This design comes from an exercise in tuning for small area, a short achievable clock period and few clock cycles per item on the open sky130 flow, not from production work. In this exercise RTL edits were held to simulation tests only and were not proved equivalent to the original. The flow treats the clock pin as an ideal source, which a real chip does not have. Power is estimated from default activity; no workload was simulated.

==> v11 <==
==> flow/design.v (excerpt) <==
module systolic_array #(
    parameter N_SIZE = 5 ,
    parameter DATAWIDTH = 16
) (
    input logic clk,rst_n,valid_in,
    input wire [N_SIZE*DATAWIDTH-1:0] matrix_a_in,
    input wire [N_SIZE*DATAWIDTH-1:0] matrix_b_in,
    output logic valid_out,
    output logic [N_SIZE*2*DATAWIDTH-1:0] matrix_c_out
);
  logic [4:0] cnt, cnt_nx;
  logic hold;       
  logic first;      
  logic first_n;    
  logic vo;
  always_comb begin
    if (valid_in) cnt_nx = 5'd1;
    else if (cnt == 5'd31) cnt_nx = 5'd31;
    else cnt_nx = cnt + 5'd1;
  end
  always_ff @(posedge clk or negedge rst_n) begin
    if (!rst_n) begin
      cnt   <= 5'd31;
      vo    <= 1'b0;
    end else begin
      cnt   <= cnt_nx;
      vo    <= (cnt_nx == 5'd7) || (cnt_nx == 5'd12) || (cnt_nx == 5'd17) ||
               (cnt_nx == 5'd22) || (cnt_nx == 5'd27);
    end
  end
  always_ff @(posedge clk) begin
    hold  <= (cnt_nx >= 5'd5) && (cnt_nx <= 5'd24);
    first <= (cnt_nx == 5'd1) || (cnt_nx == 5'd6) || (cnt_nx == 5'd11) ||
             (cnt_nx == 5'd16) || (cnt_nx == 5'd21);
    first_n <= ~((cnt_nx == 5'd1) || (cnt_nx == 5'd6) || (cnt_nx == 5'd11) ||
                 (cnt_nx == 5'd16) || (cnt_nx == 5'd21));
  end
  assign valid_out = vo;
  logic [63:0] aq [0:4];
  logic [79:0] bq [0:4];
  always_ff @(posedge clk) begin
  ...
==> module systolic_array, before the edit <==
module systolic_array #(
    parameter N_SIZE = 5 ,
    parameter DATAWIDTH = 16
) (
    input logic clk,rst_n,valid_in,
    input wire [N_SIZE*DATAWIDTH-1:0] matrix_a_in,
    input wire [N_SIZE*DATAWIDTH-1:0] matrix_b_in,
    output logic valid_out,
    output logic [N_SIZE*2*DATAWIDTH-1:0] matrix_c_out
);
  logic [4:0] cnt, cnt_nx;
  logic hold;       
  logic first;      
  logic first_n;    
  logic vo;
  always_comb begin
    if (valid_in) cnt_nx = 5'd1;
    else if (cnt == 5'd31) cnt_nx = 5'd31;
    else cnt_nx = cnt + 5'd1;
  end
  always_ff @(posedge clk or negedge rst_n) begin
    if (!rst_n) begin
      cnt   <= 5'd31;
      vo    <= 1'b0;
    end else begin
      cnt   <= cnt_nx;
      vo    <= (cnt_nx == 5'd7) || (cnt_nx == 5'd12) || (cnt_nx == 5'd17) ||
               (cnt_nx == 5'd22) || (cnt_nx == 5'd27);
    end
  end
  always_ff @(posedge clk) begin
    hold  <= (cnt_nx >= 5'd5) && (cnt_nx <= 5'd24);
    first <= (cnt_nx == 5'd1) || (cnt_nx == 5'd6) || (cnt_nx == 5'd11) ||
             (cnt_nx == 5'd16) || (cnt_nx == 5'd21);
    first_n <= ~((cnt_nx == 5'd1) || (cnt_nx == 5'd6) || (cnt_nx == 5'd11) ||
                 (cnt_nx == 5'd16) || (cnt_nx == 5'd21));
  end
  assign valid_out = vo;
  logic [63:0] aq [0:4];
  logic [79:0] bq [0:4];
  always_ff @(posedge clk) begin
    aq[0][47:0]  <= hold ? aq[4][63:16] : matrix_a_in[63:16];
    aq[0][63:48] <= matrix_a_in[79:64];
    bq[0] <= hold ? bq[4] : matrix_b_in;
    for (int n = 1; n < 5; n++) begin
      aq[n] <= aq[n-1];
      bq[n] <= bq[n-1];
    end
  end
  logic [15:0] aop;
  assign aop = hold ? aq[4][15:0] : matrix_a_in[15:0];
  logic [7:0] e_one, e_onen, e_two, e_twon, e_nz, e_nzn, e_neg, e_negn, e_negz, e_negzn;
  always_ff @(posedge clk) begin
    for (int i = 0; i < 8; i++) begin
      logic a2, a1, a0, one, two;
      a2 = aop[2*i+1];
      a1 = aop[2*i];
      a0 = (i > 0) ? aop[2*i-1] : 1'b0;
      one = a1 ^ a0;
      two = (a2 & ~a1 & ~a0) | (~a2 & a1 & a0);
      e_one[i]   <= one;
      e_onen[i]  <= ~one;
      e_two[i]   <= two;
      e_twon[i]  <= ~two;
      e_nz[i]    <= one | two;
      e_nzn[i]   <= ~(one | two);
      e_neg[i]   <= a2;
      e_negn[i]  <= ~a2;
      e_negz[i]  <= a2 & (one | two);
      e_negzn[i] <= ~(a2 & (one | two));
    end
  end
  localparam logic [31:0] K5 = 32'h55570000;
  localparam int NVAR = 1;
  genvar j;
  generate
    for (j = 0; j < 5; j++) begin : GEN_MAC
      logic [31:0] acc_s, acc_c, ns, nc, res, sum;
      logic [31:5] acc_ch;    
      assign acc_c = {acc_ch, 5'd0};
      cpa32 u_cpa (.a(acc_s[31:5]), .b(acc_ch), .y(sum[31:5]));
      assign sum[5-1:0] = acc_s[5-1:0];
      logic [16:0] bx;
      logic [16:0] pp [0:7];
      logic [7:0] ng;
      localparam int VSEL = (NVAR == 1) ? 0 : j;
      assign bx = {bq[0][16*j+15], bq[0][16*j +: 16]};
      always_comb begin
        for (int i = 0; i < 8; i++) begin
          for (int x = 0; x < 17; x++) begin
            logic b1, sel;
            b1 = (x > 0) ? bx[x-1] : 1'b0;
            case (VSEL)
              0: sel = (e_one[i] & bx[x]) | (e_two[i] & b1);
              1: sel = (~e_onen[i] & bx[x]) | (~e_twon[i] & b1);
              2: sel = e_one[i] ? bx[x] : (e_nz[i] & b1);
              3: sel = ~e_onen[i] ? bx[x] : (~e_nzn[i] & b1);
              default: sel = ~e_nzn[i] & (~e_twon[i] ? b1 : bx[x]);
            endcase
            case (VSEL)
              0, 4: pp[i][x] = sel ^ e_neg[i];
              1: pp[i][x] = sel ^ ~e_negn[i];
              2: pp[i][x] = sel ^ e_negz[i];
              default: pp[i][x] = sel ^ ~e_negzn[i];
            endcase
          end
          case (VSEL)
            0, 4: ng[i] = e_neg[i];
            1: ng[i] = ~e_negn[i];
            2: ng[i] = e_negz[i];
            default: ng[i] = ~e_negzn[i];
          endcase
        end
      end
      mac_tree u_tree (
        .pp0(pp[0][15:0]), .pp1(pp[1][15:0]), .pp2(pp[2][15:0]), .pp3(pp[3][15:0]),
        .pp4(pp[4][15:0]), .pp5(pp[5][15:0]), .pp6(pp[6][15:0]), .pp7(pp[7][15:0]),
        .npp0(~pp[0][16]), .npp1(~pp[1][16]), .npp2(~pp[2][16]), .npp3(~pp[3][16]),
        .npp4(~pp[4][16]), .npp5(~pp[5][16]), .npp6(~pp[6][16]), .npp7(~pp[7][16]),
        .neg(ng),
        .as(first ? K5 : acc_s), .ac(first_n ? acc_c : 32'd0),
        .os(ns), .oc(nc)
      );
      always_ff @(posedge clk) begin
        acc_s <= ns;
        acc_ch <= nc[31:5];
        res   <= sum;
      end
      assign matrix_c_out[32*j +: 32] = res;
    end
  endgenerate
endmodule
export LEC_CHECK = 0
export CAP_MARGIN = 20
export CORE_MARGIN = 2
export CORE_UTILIZATION = 60
export CTS_CLUSTER_DIAMETER = 60
export CTS_CLUSTER_SIZE = 30
export SLEW_MARGIN = 20
export SYNTH_HIERARCHICAL = 1
export SYNTH_MINIMUM_KEEP_SIZE = 0
create_clock -name core_clock -period 10.0 [get_ports {clk}]
standard.sh (not shown) runs the stock make flow with config.mk's settings and CLKGATE_MAP_FILE= SYNTH_SCRIPT=/design/flow/synth_recipe.tcl, a recipe that flattens the netlist after the stock synthesis.
==> flow/flow/run.sh <==
#!/bin/bash
# Layout flow: the standard ORFS flow (standard.sh: unchanged synthesis and
# steps) with three changes in how the layout is made:
#  - the timing repair is asked to keep more setup slack than the 10 ns clock
#    needs, so that it also shortens paths that already meet it;
#  - the port buffers that the flow inserts on every input and output are
#    buf_2 cells instead of the flow's default delay-buffer cells;
#  - clock tree synthesis runs without dummy loads (same clustering as
#    CTS_CLUSTER_SIZE / CTS_CLUSTER_DIAMETER in config.mk).
set -euo pipefail
MARGIN=${REPAIR_MARGIN:-6.5}
bash standard.sh SETUP_SLACK_MARGIN=$MARGIN \
  "BUFFER_PORTS_ARGS=-buffer_cell sky130_fd_sc_hd__buf_2" \
  "CTS_ARGS=-sink_clustering_enable -repair_clock_nets -sink_clustering_size 30 -sink_clustering_max_diameter 60 -dont_use_dummy_load" \
  finish > flow_make.log 2>&1
==> v9 (differences from v11) <==
==> flow/flow/run.sh (replaced) <==
#!/bin/bash
# Layout flow: the standard ORFS flow (standard.sh: unchanged synthesis and
# steps) with these changes in how the layout is made:
#  - the timing repair is asked to keep more setup slack than the 10 ns clock
#    needs (6.0 ns up to clock tree synthesis, 6.8 ns after it), so that it
#    also shortens paths that already meet 10 ns;
#  - the port buffers that the flow inserts on every input and output are
#    buf_2 cells instead of the flow's default delay-buffer cells;
#  - clock tree synthesis runs without dummy loads (same clustering as
#    CTS_CLUSTER_SIZE / CTS_CLUSTER_DIAMETER in config.mk);
#  - after clock tree synthesis, the accumulator registers (internal only:
#    fed by the Booth/operand registers, feeding themselves and the result
#    registers) get their clock through short chains of extra clock buffers, one per
#    group of nearby accumulators (useful skew for the multiply-accumulate
#    paths). No register that a port
#    feeds or that feeds a port is touched.
set -euo pipefail
COMMON=("BUFFER_PORTS_ARGS=-buffer_cell sky130_fd_sc_hd__buf_2"
  "CTS_ARGS=-sink_clustering_enable -repair_clock_nets -sink_clustering_size 30 -sink_clustering_max_diameter 60 -dont_use_dummy_load")
bash standard.sh SETUP_SLACK_MARGIN=6.0 "${COMMON[@]}" cts > flow_make_cts.log 2>&1
B=sky130_fd_sc_hd__clkbuf_2
PLATFORM_DIR=$FLOW_HOME/platforms/$FLOW_PLATFORM \
ECO_DB=orfs/results/$FLOW_PLATFORM/systolic_array/base/4_cts.odb \
SKEW_TCL=flow/skew.tcl \
SKEW_CELL="$B $B $B sky130_fd_sc_hd__clkbuf_8" \
SKEW_PATTERN='GEN_MAC.*acc_' SKEW_GRID=50 SKEW_MAXG=16 \
  openroad -no_init -exit flow/eco.tcl > flow_skew.log 2>&1
bash standard.sh SETUP_SLACK_MARGIN=6.8 "${COMMON[@]}" finish > flow_make.log 2>&1
==> flow/flow/eco.tcl (new file) <==
# Loads the post-CTS database, applies skew.tcl, writes it back.
set plat $::env(PLATFORM_DIR)
read_lef $plat/lef/sky130_fd_sc_hd.tlef
read_lef $plat/lef/sky130_fd_sc_hd_merged.lef
read_liberty $plat/lib/sky130_fd_sc_hd__tt_025C_1v80.lib
read_db $::env(ECO_DB)
source $::env(SKEW_TCL)
write_db $::env(ECO_DB)
==> flow/flow/skew.tcl (new file) <==
# Useful skew for the accumulator registers: the clock pins of the registers
# whose names match SKEW_PATTERN are moved behind a chain of clock buffers
# (SKEW_CELL), one chain per group of nearby such registers (SKEW_GRID um
# squares, at most SKEW_MAXG registers each), fed from the clock net of a
# register in the group. They then capture later than the Booth and operand
# registers that feed them. Accumulators drive no port and no port drives them.
set db [ord::get_db]
set block [ord::get_db_block]
set cell $::env(SKEW_CELL)
set pattern $::env(SKEW_PATTERN)
set chain {}
foreach c $cell { lappend chain [$db findMaster $c] }
set maxg [expr {[info exists ::env(SKEW_MAXG)] ? $::env(SKEW_MAXG) : 1000}]
set groups [dict create]
set gridsrc [dict create]
foreach inst [$block getInsts] {
  set name [$inst getName]
  if {![regexp $pattern $name]} continue
  set it [$inst findITerm CLK]
  if {$it eq "NULL" || $it eq ""} continue
  set net [$it getNet]
  set key [$net getName]
  if {[info exists ::env(SKEW_GRID)]} {
    set loc [$inst getLocation]
    set g [expr {int($::env(SKEW_GRID) * 1000)}]
    set key "grid_[expr {[lindex $loc 0] / $g}]_[expr {[lindex $loc 1] / $g}]"
    dict set gridsrc $key $net
  }
  set j 0
  while {[dict exists $groups "$key/$j"] && [llength [dict get $groups "$key/$j"]] >= $maxg} { incr j }
  dict lappend groups "$key/$j" $it
}
set n 0
dict for {netname iterms} $groups {
  set key [lindex [split $netname /] 0]
  if {[dict exists $gridsrc $key]} { set leaf [dict get $gridsrc $key] } else { set leaf [$block findNet $key] }
  set src $leaf
  set insts {}
  set m 0
  foreach master $chain {
    set inst [odb::dbInst_create $block $master "skewbuf_${n}_$m"]
    set newnet [odb::dbNet_create $block "skewnet_${n}_$m"]
    $newnet setSigType CLOCK
    [$inst findITerm A] connect $src
    [$inst findITerm X] connect $newnet
    set src $newnet
    lappend insts $inst
    incr m
  }
  set sx 0; set sy 0
  foreach it $iterms {
    $it disconnect
    $it connect $newnet
    set loc [[$it getInst] getLocation]
    set sx [expr {$sx + [lindex $loc 0]}]; set sy [expr {$sy + [lindex $loc 1]}]
  }
  set k [llength $iterms]
  foreach inst $insts {
    $inst setLocation [expr {int($sx / $k)}] [expr {int($sy / $k)}]
    $inst setPlacementStatus PLACED
  }
  incr n
}
puts "skew: inserted $n $cell buffers"
# Optional resizing: SKEW_SWAPS = "regex=cell;regex=cell" (same function, other drive strength)
if {[info exists ::env(SKEW_SWAPS)] && $::env(SKEW_SWAPS) ne ""} {
  foreach item [split $::env(SKEW_SWAPS) ";"] {
    lassign [split $item "="] re cname
    set m [$db findMaster $cname]
    set k 0
    foreach inst [$block getInsts] {
      if {[regexp $re [$inst getName]]} { $inst swapMaster $m; incr k }
    }
    puts "skew: $k instances matching $re are now $cname"
  }
}
global_connect
detailed_placement
check_placement
==> v18 (differences from v11) <==
--- a/flow/design.v
+++ b/flow/design.v
@@ -23,2 +23,5 @@
       cnt   <= 5'd31;
+      hold  <= 1'b0;
+      first <= 1'b0;
+      first_n <= 1'b1;
       vo    <= 1'b0;
@@ -26,2 +29,7 @@
       cnt   <= cnt_nx;
+      hold  <= (cnt_nx >= 5'd5) && (cnt_nx <= 5'd24);
+      first <= (cnt_nx == 5'd1) || (cnt_nx == 5'd6) || (cnt_nx == 5'd11) ||
+               (cnt_nx == 5'd16) || (cnt_nx == 5'd21);
+      first_n <= ~((cnt_nx == 5'd1) || (cnt_nx == 5'd6) || (cnt_nx == 5'd11) ||
+                   (cnt_nx == 5'd16) || (cnt_nx == 5'd21));
       vo    <= (cnt_nx == 5'd7) || (cnt_nx == 5'd12) || (cnt_nx == 5'd17) ||
@@ -30,9 +38,2 @@
   end
-  always_ff @(posedge clk) begin
-    hold  <= (cnt_nx >= 5'd5) && (cnt_nx <= 5'd24);
-    first <= (cnt_nx == 5'd1) || (cnt_nx == 5'd6) || (cnt_nx == 5'd11) ||
-             (cnt_nx == 5'd16) || (cnt_nx == 5'd21);
-    first_n <= ~((cnt_nx == 5'd1) || (cnt_nx == 5'd6) || (cnt_nx == 5'd11) ||
-                 (cnt_nx == 5'd16) || (cnt_nx == 5'd21));
-  end
   assign valid_out = vo;
==> flow/flow/run.sh (replaced) <==
#!/bin/bash
# Layout flow: the standard ORFS flow (standard.sh: unchanged synthesis and
# steps) with two changes in how the layout is made:
#  - the timing repair is asked to keep more setup slack than the 10 ns clock
#    needs, so that it also shortens paths that already meet it;
#  - the port buffers that the flow inserts on every input and output are
#    buf_2 cells instead of the flow's default delay-buffer cells.
set -euo pipefail
MARGIN=${REPAIR_MARGIN:-6.5}
bash standard.sh SETUP_SLACK_MARGIN=$MARGIN \
  "BUFFER_PORTS_ARGS=-buffer_cell sky130_fd_sc_hd__buf_2" finish > flow_make.log 2>&1
==> flow_summary_export.csv <==
group,metric,value,unit
run_status,status,"complete, no violations",
grt,gr-usage-met3,0.0726,
placed_design,hpwl,97600,um
pwr,clock_net_power,4.07,mW
final_layout,clkCellAreaFrac,0.0497,
synth,syn_avg_cell_area,12.2,um2
grt,grt_use_met1,0.421,
setup_path,max_stage_delay,0.50,ns
floorplanning,die_area,108000,um2
[end of results for v18]
==> flow_summary_export.csv <==
group,metric,value,unit
sta,max_slew_margin,0.450,
floorplanning,rows,119,
cts,path_clk_slew,0.09,ns
grt,grt_use_met1,0.388,
floorplanning,die_area,108000,um2
final_layout,clkCellAreaFrac,0.0334,
grt,gr-usage-met3,0.0707,
sta,fin_ws,6.81,ns
pwr,clock_net_power,4.04,mW
pwr,sequentialPowerShare,0.267,
run_status,status,"complete, no violations",
placed_design,hpwl,96400,um
synth,syn_avg_cell_area,12.2,um2
setup_path,max_stage_delay,0.40,ns
setup_path,r2r_end,"GEN_MAC[0].acc_ch[21]$_DFF_P_",
[end of results for v9]
==> flow_summary_export.csv <==
group,metric,value,unit
placed_design,hpwl,98100,um
final_layout,buffers,512,
final_layout,clkCellAreaFrac,0.0328,
final_layout,diodes,4,
run_status,status,"complete, no violations",
synth,syn_avg_cell_area,12.2,um2
setup_path,r2r_end,"GEN_MAC[1].acc_ch[19]$_DFF_P_",
cts,cts_buffer_depth,3,
setup_path,max_stage_delay,0.57,ns
floorplanning,die_area,108000,um2
grt,grt_use_met1,0.437,
setup_path,end_kind,"flop",
[end of results for v11]
Testbench counts of v11, summed over its fixed seeds: cycles 6,912, matrices 256.
Testbench counts of v9, summed over its fixed seeds: cycles 6,912, matrices 256.
Testbench counts of v18, summed over its fixed seeds: cycles 6,912, matrices 256.

==> static timing again, ports no longer ideal <==
In the flow no input, the clock included, has a driving cell. The finished layouts below were timed again as built, in two steps.
Step 1, drivers: a clkbuf_16 drives clk and a buf_2 each remaining input, both assumed.
Step 2, shift: input delay + t, output delay - t, t = (earliest + latest rising clock arrival at the registers) / 2. This alone moves slack from input paths to output paths.
Slacks: no drivers / after step 1 / after step 2; pairs: no drivers / after step 1.
| run | t, ns | slack for setup (ns) | clock arrival spread, ns |
|---|---|---|---|
| v11 | 0.766 | 6.469 / 6.469 / 6.469 | 0.081 / 0.082 |
| v9 | 0.944 | 6.809 / 6.735 / 6.749 | 0.535 / 0.536 |
| v18 | 0.787 | 6.498 / 6.498 / 6.498 | 0.062 / 0.062 |
Clock arrivals are far apart in v9, so t is only a midpoint there and step 2 fits no single register. The setup slack of v9, which loses most, moves by -0.074 ns with the drivers and by -0.060 ns with both steps.
